Background: an optimization exercise with open tools, aiming at small area. Do not read the settings as production practice.
RTL that was checked went through simulation tests only; none was proved equivalent to the original.
No driver is modelled on the clock port, so clock power and skew are understated where the tree is cut down; a real chip needs a root buffer or a tree.
Power and IR drop assume default switching activity.

run B:
==> flow/design.v <==
module RainbowRGB
(input CLK
,input RST
,input BTN
,output[7:0]LED
,output[2:0]RGB
);
function[9:0]nx;
	input[9:0]s;
	begin
		nx={s[8:0],s[9]^~((s[0]&s[2])^(~s[6]&~s[8])^(s[4]?s[1]:~s[7]))};
	end
endfunction
reg[9:0]x;
reg[9:0]v;
reg up_low;
reg dw_low;
wire xw=(x&10'h0d5)==10'h091;      
wire x0=(x&10'h1aa)==10'h122;      
wire vw=(v&10'h156)==10'h044;      
wire[9:0]vm={~v[0],~v[1],~v[2],~v[3],~v[4],~v[5],~v[6],~v[7],~v[8],~v[9]};
always@(posedge CLK)
	if(RST)
		x<=10'h333;
	else
		x<=nx(x);
always@(posedge CLK)
	if(RST)
		v<=10'h199;
	else if(xw)
		v<=nx(v);
always@(posedge CLK)
	if(RST)begin
		up_low<=1'b0;
		dw_low<=1'b0;
	end
	else if(xw)begin
		up_low<=!vw;
		dw_low<=!vw;
	end
	else begin
		if(x==v)
			up_low<=1'b0;
		if(x==vm)
			dw_low<=1'b0;
	end
wire ramp=vw&&x0;    
reg[2:0]a;    
reg[1:0]q;    
always@(posedge CLK)
	if(RST)begin
		a<=3'd0;
		q<=2'd0;
	end
	else if(ramp)begin
		q<={q[1]^q[0],q[1]|~q[0]};
		if(q!=2'd0)
			a<=a-1'b1;
	end
reg b;           
reg[11:0]s;
reg kp;          
reg sel;         
wire D=s[11]&s[10]&!s[9]&!s[7]&s[6]&!s[5]&!s[4]&s[3]&!s[1];
always@(posedge CLK)
	b<=BTN;
always@(posedge CLK)
	if(RST)
		s<=12'h100;
	else if(BTN!=b)
		s<=12'h200;
	else
		s<={s[10:0],s[11]^s[10]};
always@(posedge CLK)
	if(RST)
		kp<=1'b0;
	else if(D)
		kp<=b;
always@(posedge CLK)
	if(RST)
		sel<=1'b0;
	else if(D&&b&&!kp)
		sel<=~sel;
wire U=up_low&&sel;
wire W=dw_low&&sel;
genvar i;
generate
for(i=0;i<8;i=i+1)begin:gl
	assign LED[i]=~((a==i&&U)||(a==((i+7)&7)&&W));
end
endgenerate
wire Ur=up_low&&!sel;
wire Wr=dw_low&&!sel;
assign RGB[0]=~((!q[1]&&Ur)||(q[1]&&!q[0]&&Wr));
assign RGB[1]=~((q[1]&&q[0]&&Ur)||(!q[1]&&Wr));
assign RGB[2]=~((q[1]&&!q[0]&&Ur)||(q[1]&&q[0]&&Wr));
endmodule
Settings: LEC_CHECK=0, CAP_MARGIN=20, CORE_MARGIN=2, CORE_UTILIZATION=40, SLEW_MARGIN=20; clock period 10.0 ns.
standard.sh (not shown) runs the stock make flow with config.mk's settings and CLKGATE_MAP_FILE= SYNTH_SCRIPT=/design/flow/synth_recipe.tcl, a recipe that flattens the netlist after the stock synthesis.
==> flow/flow/run.sh <==
#!/bin/bash
bash standard.sh ADDER_MAP_FILE= finish > standard.log 2>&1
Changes in run X relative to run B:
--- a/flow/design.v
+++ b/flow/design.v
@@ -6,43 +6,22 @@
 ,output[2:0]RGB
 );
-function[9:0]nx;
-	input[9:0]s;
-	begin
-		nx={s[8:0],s[9]^~((s[0]&s[2])^(~s[6]&~s[8])^(s[4]?s[1]:~s[7]))};
-	end
-endfunction
-reg[9:0]x;
-reg[9:0]v;
-reg up_low;
-reg dw_low;
-wire xw=(x&10'h0d5)==10'h091;      
-wire x0=(x&10'h1aa)==10'h122;      
-wire vw=(v&10'h156)==10'h044;      
-wire[9:0]vm={~v[0],~v[1],~v[2],~v[3],~v[4],~v[5],~v[6],~v[7],~v[8],~v[9]};
+reg[8:0]x;
+reg[8:0]v;
+wire xw=x[8]&x[7]&x[4]&x[2]&x[0];          
+wire vw=v[8]&v[7]&v[4]&v[2]&v[0];          
+wire x0=~(x[8]|x[7]|x[4]|x[2]|x[0]);       
+wire v0=~(v[8]|v[7]|v[4]|v[2]|v[0]);       
+always@(posedge CLK)
+	if(RST|xw)
+		x<=9'd106;
+	else
+		x<=x+1'b1;
 always@(posedge CLK)
 	if(RST)
-		x<=10'h333;
-	else
-		x<=nx(x);
-always@(posedge CLK)
-	if(RST)
-		v<=10'h199;
+		v<=9'd106;
 	else if(xw)
-		v<=nx(v);
-always@(posedge CLK)
-	if(RST)begin
-		up_low<=1'b0;
-		dw_low<=1'b0;
-	end
-	else if(xw)begin
-		up_low<=!vw;
-		dw_low<=!vw;
-	end
-	else begin
-		if(x==v)
-			up_low<=1'b0;
-		if(x==vm)
-			dw_low<=1'b0;
-	end
+		v<=vw?9'd106:v+1'b1;
+wire up_low=x<v;
+wire dw_low=!v0&&!(~x<v);
 wire ramp=vw&&x0;    
 reg[2:0]a;    
- Delta (run X minus run B): arithmetic-cell share of the synthesized area counting full adders, half adders and majority gates up 3.2 points; total standard cell area after synthesis saw an increase; ratio of total power to cell area fell 7.1%; overall die area went up; utilization after layout decreased 2.7 points.
- From run B to run X the numbers moved as follows: per-cell via count in the routed design climbed 1.4%, via count climbed 4.8%.
- Delta (run X minus run B): wire length of the first global-routing pass now sits lower; clock transition at the register clock pins on the worst setup and hold paths after CTS now sits at about the same level.
No run of this note included a check of the RTL's function; only the layout flow was run.


Another version of the RTL of RainbowRGB (not shown whole).
For scale: roughly 230 cells after synthesis.
==> module RainbowRGB, before the edit <==
module RainbowRGB
(input CLK
,input RST
,input BTN
,output[7:0]LED
,output[2:0]RGB
);
reg[8:0]x;
reg[8:0]v;
wire xw=x[8]&x[7]&x[4]&x[2]&x[0];          
wire vw=v[8]&v[7]&v[4]&v[2]&v[0];          
wire x0=~(x[8]|x[7]|x[4]|x[2]|x[0]);       
wire v0=~(v[8]|v[7]|v[4]|v[2]|v[0]);       
always@(posedge CLK)
	if(RST|xw)
		x<=9'd106;
	else
		x<=x+1'b1;
always@(posedge CLK)
	if(RST)
		v<=9'd106;
	else if(xw)
		v<=vw?9'd106:v+1'b1;
wire up_low=x<v;
wire dw_low=!v0&&!(~x<v);
wire ramp=vw&&x0;    
reg[2:0]a;    
reg[1:0]q;    
always@(posedge CLK)
	if(RST)begin
		a<=3'd0;
		q<=2'd0;
	end
	else if(ramp)begin
		q<={q[1]^q[0],q[1]|~q[0]};
		if(q!=2'd0)
			a<=a-1'b1;
	end
reg b;           
reg[11:0]sr;     
wire[11:0]s=sr^12'haaa;
reg kp;          
reg sel;         
wire D=s[11]&s[10]&!s[9]&!s[7]&s[6]&!s[5]&!s[4]&s[3]&!s[1];
always@(posedge CLK)
	b<=BTN;
always@(posedge CLK)
	if(RST)
		sr<=12'h100^12'haaa;
	else if(BTN!=b)
		sr<=12'h200^12'haaa;
	else
		sr<={s[10:0],s[11]^s[10]}^12'haaa;
always@(posedge CLK)
	if(RST)
		kp<=1'b0;
	else if(D)
		kp<=b;
always@(posedge CLK)
	if(RST)
		sel<=1'b0;
	else if(D&&b&&!kp)
		sel<=~sel;
wire U0=up_low&&!a[0];
wire W1=dw_low&&a[0];
wire M=a[0]?up_low:dw_low;
wire[3:0]d={sel&&a[2:1]==2'd3,sel&&a[2:1]==2'd2,sel&&a[2:1]==2'd1,sel&&a[2:1]==2'd0};
genvar j;
generate
for(j=0;j<4;j=j+1)begin:gl
	assign LED[2*j]=~((d[j]&&U0)||(d[(j+3)%4]&&W1));
	assign LED[2*j+1]=~(d[j]&&M);
end
endgenerate
wire Ur=up_low&&!sel;
wire Wr=dw_low&&!sel;
assign RGB[0]=~((!q[1]&&Ur)||(q[1]&&!q[0]&&Wr));
assign RGB[1]=~((q[1]&&q[0]&&Ur)||(!q[1]&&Wr));
assign RGB[2]=~((q[1]&&!q[0]&&Ur)||(q[1]&&q[0]&&Wr));
endmodule
export LEC_CHECK = 0
export CAP_MARGIN = 20
export CORE_MARGIN = 2
export CORE_UTILIZATION = 40
export SLEW_MARGIN = 20
create_clock -name core_clock -period 10.0 [get_ports {CLK}]
==> flow/flow/run.sh <==
#!/bin/bash
D=$(pwd)
export CTS_SINGLE_BUF=sky130_fd_sc_hd__clkbuf_8
export CTS_NBUF=2
export POST_CTS_TCL=$D/flow/cts_post.tcl
bash standard.sh "SYNTH_SCRIPT=$D/flow/synth.tcl" "POST_CTS_TCL=$D/flow/cts_post.tcl" 'ADDER_MAP_FILE=' 'BUFFER_PORTS_ARGS=-buffer_cell sky130_fd_sc_hd__buf_1' 'CTS_ARGS=-sink_clustering_enable -repair_clock_nets -buf_list {sky130_fd_sc_hd__clkbuf_4} -root_buf sky130_fd_sc_hd__clkbuf_4 -dont_use_dummy_load' finish > standard.log 2>&1
Other scripts of this flow, unchanged in this note and not shown: flow/flow/cts_post.tcl, flow/flow/synth.tcl
Change:
--- a/flow/design.v
+++ b/flow/design.v
@@ -58,16 +58,18 @@
 		kp<=b;
 always@(posedge CLK)
 	if(RST)
 		sel<=1'b0;
 	else if(D&&b&&!kp)
 		sel<=~sel;
-wire U0=up_low&&!a[0];
-wire W1=dw_low&&a[0];
-wire M=a[0]?up_low:dw_low;
-wire[3:0]d={sel&&a[2:1]==2'd3,sel&&a[2:1]==2'd2,sel&&a[2:1]==2'd1,sel&&a[2:1]==2'd0};
+wire U=up_low&&sel;
+wire W=dw_low&&sel;
+wire U0=U&&!a[0];
+wire W1=W&&a[0];
+wire M=a[0]?U:W;
+wire[3:0]d={a[2:1]==2'd3,a[2:1]==2'd2,a[2:1]==2'd1,a[2:1]==2'd0};
 genvar j;
 generate
 for(j=0;j<4;j=j+1)begin:gl
 	assign LED[2*j]=~((d[j]&&U0)||(d[(j+3)%4]&&W1));
 	assign LED[2*j+1]=~(d[j]&&M);
 end
Result: Synthesized area is about the same; setup slack degrades by 0.086 ns; total power barely changes; cell area stays flat; sequential share of layout area hardly moves; hold slack hardly moves; final cell count stays the same; wire length is higher slightly.
In every run of this note, the design's own scripts or RTL, not TritonCTS, make the clock network.


RainbowRGB with an RTL version that a note above also has.
For scale: ~240 cells after synthesis, roughly 38 flip-flops, roughly 14 I/O pins.
==> module RainbowRGB, before the edit <==
module RainbowRGB
(input CLK
,input RST
,input BTN
,output[7:0]LED
,output[2:0]RGB
);
reg[8:0]x;
reg[8:0]v;
wire xw=x[8]&x[7]&x[4]&x[2]&x[0];          
wire vw=v[8]&v[7]&v[4]&v[2]&v[0];          
wire x0=~(x[8]|x[7]|x[4]|x[2]|x[0]);       
wire v0=~(v[8]|v[7]|v[4]|v[2]|v[0]);       
always@(posedge CLK)
	if(RST|xw)
		x<=9'd106;
	else
		x<=x+1'b1;
always@(posedge CLK)
	if(RST)
		v<=9'd106;
	else if(xw)
		v<=vw?9'd106:v+1'b1;
wire up_low=x<v;
wire dw_low=!v0&&!(~x<v);
wire ramp=vw&&x0;    
reg[2:0]a;    
reg[1:0]q;    
always@(posedge CLK)
	if(RST)begin
		a<=3'd0;
		q<=2'd0;
	end
	else if(ramp)begin
		q<={q[1]^q[0],q[1]|~q[0]};
		if(q!=2'd0)
			a<=a-1'b1;
	end
reg b;           
reg[11:0]s;
reg kp;          
reg sel;         
wire D=s[11]&s[10]&!s[9]&!s[7]&s[6]&!s[5]&!s[4]&s[3]&!s[1];
always@(posedge CLK)
	b<=BTN;
always@(posedge CLK)
	if(RST)
		s<=12'h100;
	else if(BTN!=b)
		s<=12'h200;
	else
		s<={s[10:0],s[11]^s[10]};
always@(posedge CLK)
	if(RST)
		kp<=1'b0;
	else if(D)
		kp<=b;
always@(posedge CLK)
	if(RST)
		sel<=1'b0;
	else if(D&&b&&!kp)
		sel<=~sel;
wire U=up_low&&sel;
wire W=dw_low&&sel;
genvar i;
generate
for(i=0;i<8;i=i+1)begin:gl
	assign LED[i]=~((a==i&&U)||(a==((i+7)&7)&&W));
end
endgenerate
wire Ur=up_low&&!sel;
wire Wr=dw_low&&!sel;
assign RGB[0]=~((!q[1]&&Ur)||(q[1]&&!q[0]&&Wr));
assign RGB[1]=~((q[1]&&q[0]&&Ur)||(!q[1]&&Wr));
assign RGB[2]=~((q[1]&&!q[0]&&Ur)||(q[1]&&q[0]&&Wr));
endmodule
==> flow/config.mk <==
export PLATFORM = sky130hd
export DESIGN_NAME = RainbowRGB
export DESIGN_NICKNAME = RainbowRGB
export VERILOG_FILES = /design/flow/design.v
export SDC_FILE = /design/flow/constraint.sdc
export NUM_CORES = 4
export LEC_CHECK = 0
export CAP_MARGIN = 20
export CORE_MARGIN = 2
export CORE_UTILIZATION = 40
export SLEW_MARGIN = 20
==> flow/constraint.sdc <==
create_clock -name core_clock -period 10.0 [get_ports {CLK}]
set_input_delay 2.0000 -clock core_clock [delete_from_list [all_inputs] [get_ports {CLK}]]
set_output_delay 2.0000 -clock core_clock [all_outputs]
set_load 0.01 [all_outputs]
run.sh (not shown) runs the stock make flow with config.mk's settings and CLKGATE_MAP_FILE= SYNTH_SCRIPT=/design/flow/synth_recipe.tcl, a recipe that flattens the netlist after the stock synthesis.
Stock flow here: none of the scripts above is used.
Then changed:
--- a/flow/design.v
+++ b/flow/design.v
@@ -38,5 +38,6 @@
 	end
 reg b;           
-reg[11:0]s;
+reg[11:0]sr;     
+wire[11:0]s=sr^12'haaa;
 reg kp;          
 reg sel;         
@@ -46,9 +47,9 @@
 always@(posedge CLK)
 	if(RST)
-		s<=12'h100;
+		sr<=12'h100^12'haaa;
 	else if(BTN!=b)
-		s<=12'h200;
+		sr<=12'h200^12'haaa;
 	else
-		s<={s[10:0],s[11]^s[10]};
+		sr<={s[10:0],s[11]^s[10]}^12'haaa;
 always@(posedge CLK)
 	if(RST)
@@ -61,10 +62,13 @@
 	else if(D&&b&&!kp)
 		sel<=~sel;
-wire U=up_low&&sel;
-wire W=dw_low&&sel;
-genvar i;
+wire U0=up_low&&!a[0];
+wire W1=dw_low&&a[0];
+wire M=a[0]?up_low:dw_low;
+wire[3:0]d={sel&&a[2:1]==2'd3,sel&&a[2:1]==2'd2,sel&&a[2:1]==2'd1,sel&&a[2:1]==2'd0};
+genvar j;
 generate
-for(i=0;i<8;i=i+1)begin:gl
-	assign LED[i]=~((a==i&&U)||(a==((i+7)&7)&&W));
+for(j=0;j<4;j=j+1)begin:gl
+	assign LED[2*j]=~((d[j]&&U0)||(d[(j+3)%4]&&W1));
+	assign LED[2*j+1]=~(d[j]&&M);
 end
 endgenerate
Cell area goes down by 0.81%.
Global-route usage grows by 0.88 points.
Power climbs by 8.5%.
Die area falls by 2.5%.
Setup slack improved by 0.039 ns.
Routed wire length increases by 3.4%.
Fmax came out higher by 0.79%.
Clock power climbs by 19%.
Sequential share of layout area is higher by 0.25 points.
The RTL of the first run of this note was laid out without a check of its function.


RainbowRGB with an RTL version that a note above also has.
For scale: roughly 38 flip-flops, ~1700 µm² of cells after synthesis.
==> module RainbowRGB, before the edit <==
module RainbowRGB
(input CLK
,input RST
,input BTN
,output[7:0]LED
,output[2:0]RGB
);
reg[8:0]x;
reg[8:0]v;
wire xw=x[8]&x[7]&x[4]&x[2]&x[0];          
wire vw=v[8]&v[7]&v[4]&v[2]&v[0];          
wire x0=~(x[8]|x[7]|x[4]|x[2]|x[0]);       
wire v0=~(v[8]|v[7]|v[4]|v[2]|v[0]);       
always@(posedge CLK)
	if(RST|xw)
		x<=9'd106;
	else
		x<=x+1'b1;
always@(posedge CLK)
	if(RST)
		v<=9'd106;
	else if(xw)
		v<=vw?9'd106:v+1'b1;
wire up_low=x<v;
wire dw_low=!v0&&!(~x<v);
wire ramp=vw&&x0;    
reg[2:0]a;    
reg[1:0]q;    
always@(posedge CLK)
	if(RST)begin
		a<=3'd0;
		q<=2'd0;
	end
	else if(ramp)begin
		q<={q[1]^q[0],q[1]|~q[0]};
		if(q!=2'd0)
			a<=a-1'b1;
	end
reg b;           
reg[11:0]sr;     
wire[11:0]s=sr^12'haaa;
reg kp;          
reg sel;         
wire D=s[11]&s[10]&!s[9]&!s[7]&s[6]&!s[5]&!s[4]&s[3]&!s[1];
always@(posedge CLK)
	b<=BTN;
always@(posedge CLK)
	if(RST)
		sr<=12'h100^12'haaa;
	else if(BTN!=b)
		sr<=12'h200^12'haaa;
	else
		sr<={s[10:0],s[11]^s[10]}^12'haaa;
always@(posedge CLK)
	if(RST)
		kp<=1'b0;
	else if(D)
		kp<=b;
always@(posedge CLK)
	if(RST)
		sel<=1'b0;
	else if(D&&b&&!kp)
		sel<=~sel;
wire U=up_low&&sel;
wire W=dw_low&&sel;
wire U0=U&&!a[0];
wire W1=W&&a[0];
wire M=a[0]?U:W;
wire[3:0]d={a[2:1]==2'd3,a[2:1]==2'd2,a[2:1]==2'd1,a[2:1]==2'd0};
genvar j;
generate
for(j=0;j<4;j=j+1)begin:gl
	assign LED[2*j]=~((d[j]&&U0)||(d[(j+3)%4]&&W1));
	assign LED[2*j+1]=~(d[j]&&M);
end
endgenerate
wire Ur=up_low&&!sel;
wire Wr=dw_low&&!sel;
assign RGB[0]=~((!q[1]&&Ur)||(q[1]&&!q[0]&&Wr));
assign RGB[1]=~((q[1]&&q[0]&&Ur)||(!q[1]&&Wr));
assign RGB[2]=~((q[1]&&!q[0]&&Ur)||(q[1]&&q[0]&&Wr));
endmodule
clock: 10.0 ns
lec_check: 0
cap_margin: 20
core_margin: 2
core_utilization: 40
slew_margin: 20
standard.sh (not shown) runs the stock make flow with config.mk's settings and CLKGATE_MAP_FILE= SYNTH_SCRIPT=/design/flow/synth_recipe.tcl, a recipe that flattens the netlist after the stock synthesis.
==> flow/flow/run.sh <==
#!/bin/bash
D=$(pwd)
bash standard.sh "SYNTH_SCRIPT=$D/flow/synth.tcl" 'ADDER_MAP_FILE=' 'BUFFER_PORTS_ARGS=-buffer_cell sky130_fd_sc_hd__buf_1' 'CTS_ARGS=-sink_clustering_enable -repair_clock_nets -buf_list {sky130_fd_sc_hd__clkbuf_4} -root_buf sky130_fd_sc_hd__clkbuf_4 -dont_use_dummy_load' finish > standard.log 2>&1
==> flow/flow/synth.tcl <==
proc synth {args} { yosys synth -nofsm -noshare {*}$args }
# The standard synthesis (synth_recipe.tcl), with abc given a different script.
proc abc {args} {
  set out {}
  set skip 0
  foreach a $args {
    if {$skip} { set skip 0; lappend out {+strash;dc2;dch -f;map -a;topo}; continue }
    if {$a eq "-script"} { set skip 1 }
    lappend out $a
  }
  yosys abc {*}$out
}
source $::env(SCRIPTS_DIR)/synth.tcl
# left out here: clear keep_hierarchy, flatten, clean up, hide names made inside functions, write 1_2_yosys.v
Edit:
--- a/flow/design.v
+++ b/flow/design.v
@@ -37,8 +37,7 @@
 			a<=a-1'b1;
 	end
 reg b;           
-reg[11:0]sr;     
-wire[11:0]s=sr^12'haaa;
+reg[11:0]s;
 reg kp;          
 reg sel;         
 wire D=s[11]&s[10]&!s[9]&!s[7]&s[6]&!s[5]&!s[4]&s[3]&!s[1];
@@ -46,11 +45,11 @@
 	b<=BTN;
 always@(posedge CLK)
 	if(RST)
-		sr<=12'h100^12'haaa;
+		s<=12'h100;
 	else if(BTN!=b)
-		sr<=12'h200^12'haaa;
+		s<=12'h200;
 	else
-		sr<={s[10:0],s[11]^s[10]}^12'haaa;
+		s<={s[10:0],s[11]^s[10]};
 always@(posedge CLK)
 	if(RST)
 		kp<=1'b0;
@@ -63,15 +62,10 @@
 		sel<=~sel;
 wire U=up_low&&sel;
 wire W=dw_low&&sel;
-wire U0=U&&!a[0];
-wire W1=W&&a[0];
-wire M=a[0]?U:W;
-wire[3:0]d={a[2:1]==2'd3,a[2:1]==2'd2,a[2:1]==2'd1,a[2:1]==2'd0};
-genvar j;
+genvar i;
 generate
-for(j=0;j<4;j=j+1)begin:gl
-	assign LED[2*j]=~((d[j]&&U0)||(d[(j+3)%4]&&W1));
-	assign LED[2*j+1]=~(d[j]&&M);
+for(i=0;i<8;i=i+1)begin:gl
+	assign LED[i]=~((a==i&&U)||(a==((i+7)&7)&&W));
 end
 endgenerate
 wire Ur=up_low&&!sel;
After rerunning: The changed run produced a clean layout. Setup slack is worse by 0.15 ns. Worst hold slack is better by 0.026 ns. Count of clock-buffer cells in the layout does not change. Critical path depth came out lower by 1. Cell count grows by 4.6%. Clock power grows by about 3%. Clock skew fell by 0.017 ns. Power is higher by 1.2%. Via count rises by about 1.8%.
Only the layout flow was run in the second run of this note; the RTL was not checked for function there.

-- afterwards: timing with drivers on the ports --
In the flow no input, the clock included, has a driving cell. The finished layouts below were timed again as built, in two steps. Step 1 assumes that a clkbuf_16 drives the clock port and a buf_2 every other input. Step 2 adds t to the input delays and takes it off the output delays; t is the mean of the earliest and latest rising clock arrival at the registers after step 1. Input paths then give back, and output paths get back, about the clock's delay inside the block. Slacks: ideal ports / drivers / drivers and shift; pairs: ideal ports / drivers.
run	shift t [ns]	setup slack, ns	pins driven straight from the clock port
run B	0.328	6.091 / 6.063 / 6.391	1
run X	0.306	5.168 / 5.142 / 5.448	1
the first run of note 2	0.202	5.508 / 5.473 / 5.675	2
the second run of note 2	0.203	5.422 / 5.385 / 5.588	2
the first run of note 3	0.315	4.970 / 4.941 / 5.256	1
the second run of note 3	0.315	5.009 / 4.983 / 5.297	1
the first run of note 4	0.356	5.683 / 5.658 / 6.014	1
the second run of note 4	0.353	5.537 / 5.514 / 5.867	1
After both steps setup and hold are still met in every run listed.
